Source: an optimization exercise on an open RTL-to-GDS flow (aim: small area and a short achievable clock period). Production flows keep margins and buffers that such runs may drop. The RTL was checked by simulation tests, not by an equivalence proof against the original design. Power is estimated from default activity; no workload was simulated.

==> flow/design.v (outline; a module is shown in full before it is edited, if it fits) <==
// module mult: 3111 lines
// module mult_fa: 6 lines
// module mult_pgp: 6 lines
// module mult_pgp_g: 5 lines
// module mult_pgn: 6 lines
// module mult_pgn_g: 5 lines
// module mult_x2: 5 lines
// module mult_ha: 6 lines
// module mult_bsel: 5 lines
module mult(clock, reset, enable, mplier, mcand, ROB_num_in, dest_PRN_in, start,
            product, ROB_num_out, dest_PRN_out, done);
  // ...
==> flow/flow/run.sh <==
#!/bin/bash
# Layout flow: the standard ORFS flow (standard.sh, unchanged synthesis and
# steps), except that buffer_ports uses sky130_fd_sc_hd__buf_2 for the port
# buffers instead of its default cell.  All tool output goes to
# standard_flow.log; ORFS's per-step logs are under orfs/logs/.
set -euo pipefail
bash standard.sh "BUFFER_PORTS_ARGS=-buffer_cell sky130_fd_sc_hd__buf_2" finish > standard_flow.log 2>&1
==> flow/standard.sh <==
#!/bin/bash
# synth_recipe.tcl (not shown) runs the flow's synth.tcl, then flattens the netlist and writes it again
# the make line also repeats each setting of config.mk as NAME=value (left out here)
make -C /OpenROAD-flow-scripts/flow DESIGN_CONFIG=/design/flow/config.mk WORK_HOME=/design/flow/orfs CLKGATE_MAP_FILE= SYNTH_SCRIPT=/design/flow/synth_recipe.tcl "${@:-finish}"
==> flow/config.mk <==
export PLATFORM = sky130hd
export DESIGN_NAME = mult
export DESIGN_NICKNAME = mult
export VERILOG_FILES = /design/flow/design.v
export SDC_FILE = /design/flow/constraint.sdc
export NUM_CORES = 4
export LEC_CHECK = 0
export CAP_MARGIN = 0
export CORE_MARGIN = 2
export CORE_UTILIZATION = 50
export CTS_CLUSTER_DIAMETER = 100
export CTS_CLUSTER_SIZE = 20
export PLACE_DENSITY = 0.7
export SETUP_SLACK_MARGIN = 4.8
export SLEW_MARGIN = 40
export SYNTH_HIERARCHICAL = 1
export SYNTH_MINIMUM_KEEP_SIZE = 0
==> flow/constraint.sdc <==
create_clock -name core_clock -period 8.0 [get_ports {clock}]
set_input_delay 1.6000 -clock core_clock [delete_from_list [all_inputs] [get_ports {clock}]]
set_output_delay 1.6000 -clock core_clock [all_outputs]
set_load 0.01 [all_outputs]
==> impl_metrics.tcl, run 1 <==
set metrics [dict create \
    final_cell_mix "xnor2_1 (1135), a22oi_1 (1023), fa_1 (905), edfxtp_1 (803), buf_2 (221)" \
    status "complete, no violations" \
    swShare 0.453 \
    grtUsageTotal 0.356 \
    min_from "prn2[6]" \
    tapCellCount 1768 \
    criticalPathCategory "reg -> reg" \
    clk-insertion-delay-late_ps 720 \
    async_flop_share 0 \
    synth_mux_area_frac 0.000448 \
    multi_input_area_sq_um 40700 \
    top_layer "met5" \
    grt_use_met2 0.506 \
    cts_made_buffers 49 \
    endpoint "r2_258" \
    wl_per_cell_um 35.9 \
    diodes 13 \
    seq_share 0.335 \
    seq_cell_power_w 0.00936 \
    grt_first_pass_wirelength_um 347000 \
    drv_slew 0 \
    io_buffer_count 222 \
    cp_data_arrival_time_ps 3710 \
    clock_area_frac 0.0209 \
    worstMarginPinSlew_ps 980 \
    cap_violations 0 \
    multi_input_gates 3735 \
    wl_met3_um 42600 \
    inv_count 17 \
    avgSynthCellArea_sq_um 13.1 \
    drtIter0Drc 8547 \
    ys_top_cells_by_area "edfxtp_1 (36%), fa_1 (27%), xnor2_1 (15%), a22oi_1 (11%), clkbuf_1 (2.2%)" \
    p_leak_nw 24.8 \
    ant_nets 0 \
    powerDensity_nw_per_um2 478 \
    worst_slack_ps 4700 \
    synth_top_family_by_area "adder cells" \
]
==> run 2, diff against run 1 <==
--- a/flow/config.mk
+++ b/flow/config.mk
@@ -12,6 +12,6 @@
 export CTS_CLUSTER_SIZE = 20
 export PLACE_DENSITY = 0.7
 export SETUP_SLACK_MARGIN = 4.8
-export SLEW_MARGIN = 40
+export SLEW_MARGIN = 60
 export SYNTH_HIERARCHICAL = 1
 export SYNTH_MINIMUM_KEEP_SIZE = 0
==> run 2 against run 1 <==
Net effect:
- clock skew down 2.2 ps
- critical path depth up 1
- via count is 1.0% higher
- hold slack got worse by 28 ps
- setup slack improved by 47 ps
- power is essentially flat
==> impl_metrics.tcl, run 2 <==
set metrics [dict create \
    cp_data_arrival_time_ps 3670 \
    syn2layout_area_growth_pct 8.76 \
    dieArea_sq_um 137000 \
    min_path_type "reg -> reg" \
    synth_commonest_cells "xnor2_1 (1137), a22oi_1 (1024), fa_1 (908)" \
    drc 0 \
    finalCritPeriodShare 0.407 \
    cts_tree "done" \
    cts_root_buf "clkbuf_16" \
    vias 48800 \
    synth-simple-area-share 0.0146 \
    setup_viol 0 \
    synth_top_family_by_area "adder cells" \
    comb_power_share 0.650 \
    ant_nets 0 \
    async_flop_share 0 \
    synth_most_common_cell "xnor2_1" \
    status "complete, no violations" \
    synthFlopType "edfxtp_1" \
    endpoint_kind "register" \
    synth_edf_count 803 \
    swShare 0.452 \
    htree_levels 2 \
    routed_wl_um 246000 \
    synth.distinct_cells 31 \
    mostFrequentLayoutCell "xnor2_1" \
    final_cell_mix "xnor2_1 (1134), a22oi_1 (1019), fa_1 (893), edfxtp_1 (803), buf_2 (221)" \
    critical_path_required_ps 8410 \
    drtIter0Drc 8654 \
    nFillCells 10800 \
    yosys.area_share.adder 0.291 \
    drv_slew 0 \
    grt_start_max_net_pins 77 \
    grt_setup_unrepaired "yes" \
    synth_seq_cells 807 \
    fin_setup_tns_ps 0 \
    top_regs "p4 (64), x1 (64)" \
    core_area_sq_um 133000 \
    vias_per_cell 7.06 \
    max_freq_ghz 0.307 \
    p_leak_nw 25.1 \
    yosys.area.top_type "edfxtp_1" \
    intPower_w 0.0189 \
    skew_ps 71.9 \
    ys_top_cells_by_area "edfxtp_1 (36%), fa_1 (27%), xnor2_1 (15%), a22oi_1 (11%), clkbuf_1 (2.2%)" \
    start_kind "register" \
    firstDrtPassIters 10 \
    die_h_um 370 \
    power.switching_w 0.0156 \
    synth_top_area_share 0.360 \
    criticalPathCategory "reg -> reg" \
    crit_fanout 10 \
    yosysWarningCount 7 \
    cts_buffer_depth 3 \
    grt_pass1_vias 49200 \
    p_clk_frac 0.079 \
    max_slew_margin 0.531 \
    clk-insertion-delay-late_ps 730 \
    overflow 0 \
    min_period_ps 3260 \
    cts_num_sinks 807 \
    avgSynthCellArea_sq_um 13.1 \
    synth_compound_area_frac 0.140 \
    synth_mux_area_frac 0.000448 \
    gp_congestion 0.960 \
    wl_per_cell_um 35.6 \
    die_w_um 370 \
    nNetsFinal 6260 \
    io_pins 223 \
    synth_cells 5107 \
    path_clk_slew_ps 100 \
    peakVddDrop_mv 0.542 \
    seqPwrFrac 0.270 \
    synth_xor_area_frac 0.159 \
    hold_violations 0 \
    start_util 0.503 \
    drive_gt1_frac 0.149 \
    num_rows 134 \
    fin_util 0.547 \
    synth_seq_area_share 0.361 \
    grt_first_pass_wirelength_um 348000 \
    cts_made_buffers 49 \
    grtUsageTotal 0.356 \
    powerDensity_nw_per_um2 474 \
    dp_hpwl_um 159000 \
    cap_violations 0 \
    io_buffer_count 222 \
    worstMarginPinSlew_ps 704 \
    grt_antenna_before_repair 20 \
    syn-cell-area_sq_um 67000 \
]
[run 2: power by group through the flow]
stage               clock [W]  combinational [W]  sequential (W)
floorplan                   0             0.0131         0.00915
global placement            0             0.0206         0.00947
detailed placement          0             0.0217         0.00942
CTS                   0.00278             0.0218         0.00933
global route          0.00290             0.0242         0.00948
finish                0.00274             0.0224         0.00933
[run 2: layout make-up]
| class | count | area (sq um) | area share |
|---|---|---|---|
| diodes | 19 | 47.5 | 0.000653 |
| clock buffers | 58 | 1270 | 0.0174 |
| clock inverters | 13 | 203 | 0.00278 |
| inverters | 17 | 63.8 | 0.000876 |
| multi-input cells | 3735 | 40800 | 0.560 |
| flip-flops and latches | 807 | 24200 | 0.332 |
| well taps | 1768 | 2210 | 0.0304 |
| repair buffers | 491 | 4070 | 0.0558 |
[run 2: what timing repair did]
item	4_1_cts	5_1_grt
setup endpoints to repair	143	75
hold buffers	0	0
setup buffers	0	9
hold endpoints to repair	0	0
pin swaps	4	7
gates resized for setup	26	36
[run 2: layer usage]
metal  global-route usage  share of wire
met2                0.508           0.42
met5              0.00944        0.00094
met3                0.174           0.17
met1                0.442           0.34
met4                0.196          0.071
[run 2: path summary, 6_finish.rpt]
path                            startpoint  endpoint  slack (ps)  cells past startpoint
worst max-delay path                 x1[2]    r2_249        4740                      6
worst min-delay path                  r2_0      r3_0         400                      0
worst max register to register       x1[2]    r2_249        4740                      6
worst min register to register        r2_0      r3_0         400                      0
[run 2: stage by stage]
step	setup WS (ps)	cells	total power [W]	cell area, sq um	hold WS (ps)
after CTS	4740	6870	0.0339	72300	395
after floorplan	4840	5119	0.0222	67000	400
final	4740	6908	0.0345	72900	395
after global placement	4160	6700	0.0301	69400	401
after global routing	4770	6898	0.0366	72800	400
after detailed placement	4200	6799	0.0311	70800	405
[run 2: cells by family after synthesis]
family          after synthesis
compound gates             1242
xor+xnor                   1209
fa+ha+maj                  1014
flops                       807
buf+inv                     577
simple gates                254
mux                           3
other cells                   1
[run 2: Yosys stat by module (local to each module, per instance)]
module,flip-flops and latches,times used,area [sq um],cells inside
mult_fa,0,908,20.0,1
mult,807,1,46100,3836
mult_pgp_g,0,42,8.76,1
mult_x2,0,1,8.76,1
mult_pgn,0,52,12.5,2
mult_pgp,0,72,12.5,2
mult_pgn_g,0,20,5.00,1
mult_ha,0,52,12.5,1
[run 2: worst max-delay path: stages (launching register included)]
cell	delay [ps]
edfxtp_1	590
buf_4	280
a22oi_1	490
xnor2_1	260
fa_1	440
fa_1	430
fa_1	460
==> run 3, diff against run 2 <==
--- a/flow/config.mk
+++ b/flow/config.mk
@@ -11,7 +11,7 @@
 export CTS_CLUSTER_DIAMETER = 100
 export CTS_CLUSTER_SIZE = 20
 export PLACE_DENSITY = 0.7
-export SETUP_SLACK_MARGIN = 4.8
+export SETUP_SLACK_MARGIN = 5
 export SLEW_MARGIN = 60
 export SYNTH_HIERARCHICAL = 1
 export SYNTH_MINIMUM_KEEP_SIZE = 0
==> run 3 against run 2 <==
Net effect:
- still clean on timing, DRC and antenna
- sequential share of layout area decreased by 0.98 points
- setup slack improved by 140 ps
- wire length increased by 7.4%
- combinational power increased by 5%
- die area unchanged
- first-iteration DRC count increased by 4.3%
- count of clock-buffer cells in the layout increased by 2
- clock skew decreased by 15 ps
- non-clock buffer count increased by 65
- synthesized area unchanged
- via count increased by 2.9%
- critical path type unchanged
==> impl_metrics.tcl, run 3 <==
set metrics [dict create \
    status "complete, no violations" \
    final_cell_mix "xnor2_1 (1117), a22oi_1 (948), fa_1 (832), edfxtp_1 (803), buf_2 (221)" \
    drv_slew 0 \
    async_flop_share 0 \
    syn2layout_area_growth_pct 12.0 \
    nNetsFinal 6327 \
    avgSynthCellArea_sq_um 13.1 \
    dp_hpwl_um 158000 \
    max_freq_ghz 0.321 \
    peakVddDrop_mv 0.447 \
    powerDensity_nw_per_um2 476 \
    top_regs "p4 (64), x1 (64)" \
    grt_antenna_before_repair 22 \
    overflow 0 \
    min_from "rob1[5]" \
    synthFlopType "edfxtp_1" \
    gp_congestion 0.925 \
    ant_nets 0 \
    swShare 0.456 \
    cts_buffer_depth 3 \
    synth_edf_count 803 \
    intPower_w 0.0195 \
    mostFrequentLayoutCell "xnor2_1" \
    p_clk_frac 0.078 \
    min_period_ps 3120 \
    criticalPathCategory "reg -> reg" \
    grt_start_max_net_pins 76 \
    crit_fanout 32 \
    ys_top_cells_by_area "edfxtp_1 (36%), fa_1 (27%), xnor2_1 (15%), a22oi_1 (11%), clkbuf_1 (2.2%)" \
    htree_levels 2 \
    cts_root_buf "clkbuf_16" \
    synth_seq_area_share 0.361 \
    grt_setup_unrepaired "yes" \
    firstDrtPassIters 11 \
    start_util 0.503 \
    cts_num_sinks 807 \
    fin_setup_tns_ps 0 \
    routed_wl_um 264000 \
    max_slew_margin 0.572 \
    synth_cells 5107 \
    hold_violations 0 \
    cp-startpoint "one1b[0]" \
    core_area_sq_um 133000 \
    synth_seq_cells 807 \
    cp_data_arrival_time_ps 3560 \
    finalCritPeriodShare 0.389 \
    yosysWarningCount 7 \
    start_kind "register" \
    num_rows 134 \
    drc 0 \
    cap_violations 0 \
    path_clk_slew_ps 100 \
    skew_ps 57.2 \
    power.switching_w 0.0163 \
    vias_per_cell 7.19 \
    grt_pass1_vias 50900 \
    io_buffer_count 222 \
    cts_made_buffers 51 \
    hold_buffers 0 \
    wl_per_cell_um 37.9 \
    synth_top_area_share 0.360 \
    worstMarginPinSlew_ps 643 \
    comb_power_share 0.660 \
    critical_path_required_ps 8450 \
    drtIter0Drc 9029 \
    setup_viol 0 \
    dieArea_sq_um 137000 \
    synth_commonest_cells "xnor2_1 (1137), a22oi_1 (1024), fa_1 (908)" \
    synth_most_common_cell "xnor2_1" \
    die_h_um 370 \
    grtUsageTotal 0.371 \
    clk-insertion-delay-late_ps 740 \
    yosys.area.top_type "edfxtp_1" \
    seqPwrFrac 0.262 \
    grt_first_pass_wirelength_um 360000 \
    die_w_um 370 \
    vias 50200 \
    p_leak_nw 25.8 \
    power_w 0.0358 \
    cts_tree "done" \
    drive_gt1_frac 0.195 \
    syn-cell-area_sq_um 67000 \
    timing.rr.start "one1b[0]" \
    min_path_type "reg -> reg" \
    synth.distinct_cells 31 \
    io_pins 223 \
    endpoint_kind "register" \
]
==> run 3: changes by cell type in the layout (fill, tap and decap cells not counted), sizes merged <==
cell    previous run  this run
diode             19        22
inv               24        25
buf              485       530
bufinv             2         0
clkinv             4         6
bufbuf             0         2
clkbuf            64        84
==> run 3: final timing paths <==
| check | to | slack (ps) | depth (start not counted) |
|---|---|---|---|
| worst max-delay path | r2_267 | 4880 | 6 |
| worst min-delay path | rob2[5] | 420 | 0 |
| worst max register to register | r2_267 | 4880 | 6 |
| worst min register to register | rob2[5] | 420 | 0 |
==> run 3: layout make-up <==
type,instances,area (sq um)
Antenna cell,22,55.1
Clock inverter,14,186
Multi-Input combinational cell,3735,41600
Fill cell,10600,58200
Sequential cell,807,24200
Timing Repair Buffer,556,5410
Clock buffer,60,1310
Inverter,17,63.8
Tap cell,1768,2210
==> run 3: repair_timing <==
| item | CTS | global route |
|---|---|---|
| buffers inserted | 23 | 46 |
| gates resized for setup | 117 | 257 |
| endpoints found under the setup margin | 237 | 184 |
| pin swaps | 25 | 84 |
| gates cloned | 8 | 15 |
==> run 3: cell families after synthesis <==
group                    share of synthesized area
multiplexers                              0.000448
flip-flops                                   0.361
XOR/XNOR                                     0.159
AND/OR/NAND/NOR                             0.0146
other                                    0.0000560
adder cells (fa/ha/maj)                      0.291
buffers and inverters                       0.0334
AO/OA/AOI/OAI                                0.140
==> run 3: per-layer routing <==
metal,GRT usage,part of all wire,up-vias,wire (um)
met2,0.512,0.40,5594,105000
li1,-,-,18200,-
met5,0.0112,0.0033,-,883
met3,0.204,0.18,1867,48500
met4,0.238,0.095,33,25100
met1,0.445,0.32,24600,85100
==> run 3: power groups by stage <==
stage                     combinational (W)  clock (W)  sequential [W]
final                                0.0236    0.00280         0.00937
after global routing                 0.0253    0.00296         0.00950
after CTS                            0.0223    0.00283         0.00934
after detailed placement             0.0217          0         0.00944
after global placement               0.0207          0         0.00946
after floorplan                      0.0131          0         0.00915
==> run 3: per-stage QoR <==
stage / setup slack [ps] / utilization / hold WS (ps) / area [sq um] / instances
2_1_floorplan: 4970 / - / 400 / 67000 / 5119
3_3_place_gp: 4100 / 0.520 / 400 / 69400 / 6700
3_5_place_dp: 4440 / 0.531 / 405 / 70700 / 6788
4_1_cts: 4940 / 0.549 / 425 / 73200 / 6893
5_1_grt: 4880 / 0.563 / 431 / 75000 / 6966
6_report: 4880 / 0.563 / 423 / 75100 / 6979
==> run 3: critical path: stages (launching register included) <==
cell      delay, ps
edfxtp_1        390
buf_6           370
a22oi_1         180
xnor2_1         320
fa_1            510
fa_1            530
fa_1            480
==> run 3: modules after synthesis (local to each module, per instance) <==
module / times used / flops+latches
mult: 1 / 807
mult_fa: 908 / 0
mult_ha: 52 / 0
mult_pgn: 52 / 0
mult_pgp: 72 / 0
mult_pgp_g: 42 / 0
mult_x2: 1 / 0
mult_pgn_g: 20 / 0
==> run 4, diff against run 3 <==
--- a/flow/config.mk
+++ b/flow/config.mk
@@ -11,7 +11,7 @@
 export CTS_CLUSTER_DIAMETER = 100
 export CTS_CLUSTER_SIZE = 20
 export PLACE_DENSITY = 0.7
-export SETUP_SLACK_MARGIN = 5
+export SETUP_SLACK_MARGIN = 4.9
 export SLEW_MARGIN = 60
 export SYNTH_HIERARCHICAL = 1
 export SYNTH_MINIMUM_KEEP_SIZE = 0
==> run 4 against run 3 <==
Net effect:
- still clean on timing, DRC and antenna
- final cell count shrank 1.1%
- clock power fell by 2%
- sequential share of layout area rose by 0.80 points
- core utilization is 1.4 points lower
- power increased by 0.19%
- die area did not move
- sequential power about the same
- global-route usage is 0.97 points lower
- synthesized area is the same
- combinational power about the same
==> impl_metrics.tcl, run 4 <==
set metrics [dict create \
    cp_data_arrival_time_ps 3610 \
    die_w_um 370 \
    wl_per_cell_um 36.4 \
    worstMarginPinSlew_ps 700 \
    pre_cts_ws_ps 4230 \
    synth_most_common_cell "xnor2_1" \
    path_clk_slew_ps 90 \
    vias_per_cell 7.10 \
    num_rows 134 \
    grt_pass1_vias 50200 \
    dp_hpwl_um 159000 \
    syn-cell-area_sq_um 67000 \
    design_area_sq_um 73200 \
    clk-insertion-delay-late_ps 740 \
    power_w 0.0358 \
    synth_cells 5107 \
    finalCritPeriodShare 0.401 \
    cts_made_buffers 50 \
    die_h_um 370 \
    powerDensity_nw_per_um2 489 \
    firstDrtPassIters 13 \
    min_path_type "reg -> reg" \
    synth_top_area_share 0.360 \
    drtIter0Drc 8666 \
    start_util 0.503 \
    ys_top_cells_by_area "edfxtp_1 (36%), fa_1 (27%), xnor2_1 (15%), a22oi_1 (11%), clkbuf_1 (2.2%)" \
    synth_commonest_cells "xnor2_1 (1137), a22oi_1 (1024), fa_1 (908)" \
    routed_wl_um 251000 \
    nFillCells 10800 \
    gp_congestion 0.945 \
    synth_compound_area_frac 0.140 \
    ant_nets 0 \
    synthFlopType "edfxtp_1" \
    peakVddDrop_mv 0.703 \
    top_regs "p4 (64), x1 (64)" \
    endpoint_kind "register" \
    nNetsFinal 6265 \
    status "complete, no violations" \
    p_leak_nw 25.1 \
    criticalPathCategory "reg -> reg" \
    io_buffer_count 222 \
    io_pins 223 \
    synth.distinct_cells 31 \
    avgSynthCellArea_sq_um 13.1 \
    grt_start_max_net_pins 79 \
    drc 0 \
    grt_setup_unrepaired "yes" \
    max_slew_margin 0.533 \
    critical_path_required_ps 8410 \
    hold_buffers 0 \
    cts_num_sinks 807 \
    setup_viol 0 \
    synth_xor_area_frac 0.159 \
    overflow 0 \
    grt_first_pass_wirelength_um 353000 \
    syn2layout_area_growth_pct 9.33 \
    crit_fanout 1 \
    holdWs_ps 417 \
    grt_antenna_before_repair 14 \
    final_cell_mix "xnor2_1 (1125), a22oi_1 (1004), fa_1 (857), edfxtp_1 (803), buf_2 (221)" \
    yosys.area_share.adder 0.291 \
    skew_ps 52.0 \
    synth_top_family_by_area "adder cells" \
    placed_cell_area_sq_um 70700 \
    hold_violations 0 \
    synth_edf_count 803 \
    cts_tree "done" \
    worst_slack_ps 4790 \
    core_area_sq_um 133000 \
    max_freq_ghz 0.312 \
    min_period_ps 3210 \
    dieArea_sq_um 137000 \
    mostFrequentLayoutCell "xnor2_1" \
    cts_root_buf "clkbuf_16" \
    drive_gt1_frac 0.164 \
    htree_levels 2 \
    cts_buffer_depth 3 \
    drv_slew 0 \
    yosys.area.top_type "edfxtp_1" \
    synth-simple-area-share 0.0146 \
    vias 49000 \
    start_kind "register" \
    synth_seq_area_share 0.361 \
    fin_setup_tns_ps 0 \
    synth_seq_cells 807 \
    cap_violations 0 \
    yosysWarningCount 7 \
    synth_mux_area_frac 0.000448 \
    grtUsageTotal 0.361 \
    async_flop_share 0 \
]
[run 4: logic make-up after synthesis]
| family | Yosys count |
|---|---|
| and+or+nand+nor | 254 |
| adders and majority gates | 1014 |
| DFF | 807 |
| xor gates and xnor gates | 1209 |
| other | 1 |
| buffers and inverters | 577 |
| muxes | 3 |
| AOI/OAI and AO/OA | 1242 |
[run 4: worst paths after layout]
path              slack (ps)  cells after the start    from      to
setup / recovery        4790                      5  r2_321  r3_115
hold / removal           420                      0    r2_4    r3_4
setup reg to reg        4790                      5  r2_321  r3_115
hold reg to reg          420                      0    r2_4    r3_4
[run 4: final cells by class]
class / count / area (sq um) / area share
Clock buffer: 51 / 1250 / 0.0171
Timing Repair Buffer: 495 / 4190 / 0.0572
Antenna cell: 13 / 32.5 / 0.000444
Sequential cell: 807 / 24200 / 0.330
Multi-Input combinational cell: 3735 / 41100 / 0.561
Tap cell: 1768 / 2210 / 0.0302
Clock inverter: 14 / 200 / 0.00273
Inverter: 17 / 63.8 / 0.000871
[run 4: per-module statistics from Yosys (local to each module, per instance)]
| module | cells | cell area, sq um |
|---|---|---|
| mult_pgn_g | 1 | 5.00 |
| mult_pgp | 2 | 12.5 |
| mult_fa | 1 | 20.0 |
| mult | 3836 | 46100 |
| mult_pgp_g | 1 | 8.76 |
| mult_pgn | 2 | 12.5 |
| mult_x2 | 1 | 8.76 |
| mult_ha | 1 | 12.5 |
[run 4: per-layer routing]
metal | share of wire | GRT usage | vias to the layer above
met2 | 0.42 | 0.513 | 5377
met4 | 0.075 | 0.214 | 14
met1 | 0.33 | 0.445 | 24200
met3 | 0.18 | 0.174 | 1375
li1 | - | - | 18000
met5 | 0.0011 | 0.00175 | -
[run 4: critical path, stage by stage, from the launching register on]
cell,delay [ps]
edfxtp_1,510
fa_1,540
fa_2,360
fa_2,360
fa_1,560
fa_2,560
[run 4: power by group]
part,switching (W),internal [W]
sequential,0.000953,0.00841
combinational,0.0140,0.00977
clock,0.00158,0.00117
[run 4: metrics by stage]
step,utilization,std cells
after floorplan,-,5119
after global placement,0.520,6700
after detailed placement,0.530,6790
after CTS,0.544,6862
after global routing,0.549,6891
final,0.549,6900
[run 4: repair_timing]
action | 4_1_cts | 5_1_grt
endpoints found under the setup margin | 221 | 102
resized for setup | 62 | 105
gates cloned | 1 | 4
pin swaps | 25 | 34
buffers inserted | 6 | 17

==> port drivers added, routing unchanged <==
Ports are ideal in the flow. The routed layouts listed here were re-timed in OpenROAD.
Step 1 assumes that a clkbuf_16 drives the clock port and a buf_2 every other input.
Step 2 adds t to the input delays and takes it off the output delays; t is the mean of the earliest and latest rising clock arrival at the registers after step 1. Input paths then give back, and output paths get back, about the clock's delay inside the block.
Three values: ideal, step 1, step 2; two values: the first two.
| run | t, ns | setup slack, ns | latest minus earliest clock arrival (ns) | worst register clock-pin slew, ns |
|---|---|---|---|---|
| run 1 | 0.770 | 4.696 / 4.696 / 4.116 | 0.074 / 0.075 | 0.09 / 0.09 |
| run 2 | 0.777 | 4.743 / 4.743 / 4.243 | 0.073 / 0.073 | 0.10 / 0.10 |
| run 3 | 0.797 | 4.885 / 4.874 / 4.353 | 0.061 / 0.061 | 0.10 / 0.10 |
| run 4 | 0.795 | 4.792 / 4.792 / 4.398 | 0.057 / 0.057 | 0.10 / 0.10 |
After both steps setup and hold are still met in every run listed. The setup slack of run 1, which loses most, moves by 0.000 ns with the drivers and by -0.580 ns with both steps.
